What follows belongs to an exercise in optimizing a design on an open flow for small area and a short achievable clock period; a production flow would make more cautious choices.
RTL that was checked went through simulation tests only; none was proved equivalent to the original.
Power figures rest on the tool's default switching activity, not on a simulated workload.

old:
==> module div_signed, before the edit <==
module div_signed(clock, clken, numer, denom, quotient, remain);
   input clock;
   input clken;
   input [31:0] numer;
   input [31:0] denom;
   output [31:0] quotient;
   output [31:0] remain;
   reg [31:0] quotient;
   reg [31:0] remain;
   function [32:0] ks_carry;
      input [31:0] gi;
      input [31:0] pi;
      reg [32:0] g, p;
      integer i, k;
      begin
         g = {gi, 1'b1};
         p = {pi, 1'b1};
         for (k = 1; k < 33; k = k * 2)
           for (i = 32; i >= k; i = i - 1) begin
              g[i] = g[i] | (p[i] & g[i-k]);
              p[i] = p[i] & p[i-k];
           end
         ks_carry = g;
      end
   endfunction
   reg [31:0] n0;
   reg [31:0] d0;
   always @(posedge clock)
     if (clken) begin
        n0 <= numer;
        d0 <= denom;
     end
   wire [31:0] an = n0[31] ? (~n0 + 32'd1) : n0;
   wire [31:0] ad = d0[31] ? (~d0 + 32'd1) : d0;
   wire        nmin = n0 == 32'h80000000;
   wire        dz   = d0 == 32'd0;
   wire        d1s  = (d0 == 32'd1) | (d0 == 32'hffffffff);
   wire        g1   = dz | (d1s & nmin);
   reg [31:0]  d1;
   reg [0:0]   r1;
   reg [31:0]  nq1;    
   reg         sn1;    
   reg         sq1;    
   always @(posedge clock)
     if (clken) begin
        d1  <= ad;
        r1  <= nmin & ~d1s;
        nq1 <= {an[30:0], g1};
        sn1 <= n0[31];
        sq1 <= n0[31] ^ d0[31];
     end
   genvar j;
   generate
      for (j = 2; j <= 31; j = j + 1) begin : st
         wire [31:0]  dp;
         wire [j-2:0] rp;
         wire [31:0]  nqp;
         wire         snp, sqp;
         if (j == 2) begin : from1
            assign dp = d1;
            assign rp = r1;
            assign nqp = nq1;
            assign snp = sn1;
            assign sqp = sq1;
         end else begin : fromj
            assign dp = st[j-1].d;
            assign rp = st[j-1].r;
            assign nqp = st[j-1].nq;
            assign snp = st[j-1].sn;
            assign sqp = st[j-1].sq;
         end
         wire [j-1:0] rr = {rp, nqp[31]};
         wire [j:0]   df;
         wire [j:0]   cy;
         assign df[j-1:0] = ~(rr ^ dp[j-1:0] ^ cy[j-1:0]);
         assign df[j] = ~cy[j];
         assign cy = ks_carry(rr & ~dp[j-1:0], rr | ~dp[j-1:0]);
         wire         g  = ~|dp[31:j] & cy[j];
         reg [31:0]  d;
         reg [j-1:0] r;
         reg [31:0]  nq;
         reg         sn, sq;
         always @(posedge clock)
           if (clken) begin
              d  <= dp;
              r  <= g ? df[j-1:0] : rr;
              nq <= {nqp[30:0], g};
              sn <= snp;
              sq <= sqp;
           end
      end
   endgenerate
   wire [31:0] dl  = st[31].d;
   wire [31:0] rl  = {st[31].r, st[31].nq[31]};
   wire [30:0] ql  = st[31].nq[30:0];
   wire [32:0] dfl = {1'b0, rl} - {1'b0, dl};
   wire        gl  = ~dfl[32];
   wire [31:0] ndf = dl - rl;           
   wire [31:0] nrl = ~rl + 32'd1;       
   wire [30:0] nql = ~ql + 31'd1;       
   always @(posedge clock)
     if (clken) begin
        remain <= st[31].sn ? (gl ? ndf : nrl) : (gl ? dfl[31:0] : rl);
        quotient <= st[31].sq ? (gl ? {~ql, 1'b1} : {nql, 1'b0}) : {ql, gl};
     end
endmodule
Settings: LEC_CHECK=0, CAP_MARGIN=20, CORE_MARGIN=2, CORE_UTILIZATION=40, SETUP_SLACK_MARGIN=3.0, SLEW_MARGIN=20; clock period 5.5 ns.
run.sh (not shown) runs the stock make flow with config.mk's settings and CLKGATE_MAP_FILE= SYNTH_SCRIPT=/design/flow/synth_recipe.tcl, a recipe that flattens the netlist after the stock synthesis.
Having completed the whole flow, old delivered a layout that passed the timing, DRC and antenna checks.
> inputs changed (old -> new)
--- a/flow/design.v
+++ b/flow/design.v
@@ -9,20 +9,4 @@
    reg [31:0] quotient;
    reg [31:0] remain;
-   function [32:0] ks_carry;
-      input [31:0] gi;
-      input [31:0] pi;
-      reg [32:0] g, p;
-      integer i, k;
-      begin
-         g = {gi, 1'b1};
-         p = {pi, 1'b1};
-         for (k = 1; k < 33; k = k * 2)
-           for (i = 32; i >= k; i = i - 1) begin
-              g[i] = g[i] | (p[i] & g[i-k]);
-              p[i] = p[i] & p[i-k];
-           end
-         ks_carry = g;
-      end
-   endfunction
    reg [31:0] n0;
    reg [31:0] d0;
@@ -72,10 +56,6 @@
          end
          wire [j-1:0] rr = {rp, nqp[31]};
-         wire [j:0]   df;
-         wire [j:0]   cy;
-         assign df[j-1:0] = ~(rr ^ dp[j-1:0] ^ cy[j-1:0]);
-         assign df[j] = ~cy[j];
-         assign cy = ks_carry(rr & ~dp[j-1:0], rr | ~dp[j-1:0]);
-         wire         g  = ~|dp[31:j] & cy[j];
+         wire [j:0]   df = {1'b0, rr} - {1'b0, dp[j-1:0]};
+         wire         g  = ~|dp[31:j] & ~df[j];
          reg [31:0]  d;
          reg [j-1:0] r;
==> comparison <==
Comparing old and new, the lower combinational fraction of design power was measured on new.
Route | new vs old | wire shorter in new
Delta (new minus old): post-CTS setup buffer count saw an increase, met1 global-route usage saw a decrease, transition at the pin with the smallest max-transition slack saw a decrease, met3 usage in global routing saw little to no change.
Relative to old, pin count of the biggest net entering global routing has gone down in new.
Higher met2 usage goes to new over old.
The run showing the smaller share of cells above drive strength 1 is old.
Design area sits lower in new than in old.
Function not checked in new: the RTL went through the layout flow alone.

-- re-timing with driven ports --
No port has a modelled driver above. Below, the same layouts with a new extraction and two added sets of constraints.
Step 1 sets driving cells, clkbuf_16 on the clock port and buf_2 on the other inputs (assumed; they add their load-dependent delay and slew).
Step 2, shift: input delay + t, output delay - t, t = (earliest + latest rising clock arrival at the registers) / 2. This alone moves slack from input paths to output paths.
Slacks: ideal ports / drivers / drivers and shift; pairs: ideal ports / drivers.
run | t, ns | slack for setup (ns) | hold WS [ns] | worst data-port slew with drivers (ns)
old | 0.961 | 1.787 / 1.787 / 1.787 | 0.386 / 0.386 / 0.386 | 0.08
new | 0.926 | 1.481 / 1.481 / 1.481 | 0.402 / 0.402 / 0.402 | 0.09
After both steps every run listed still meets setup and hold.
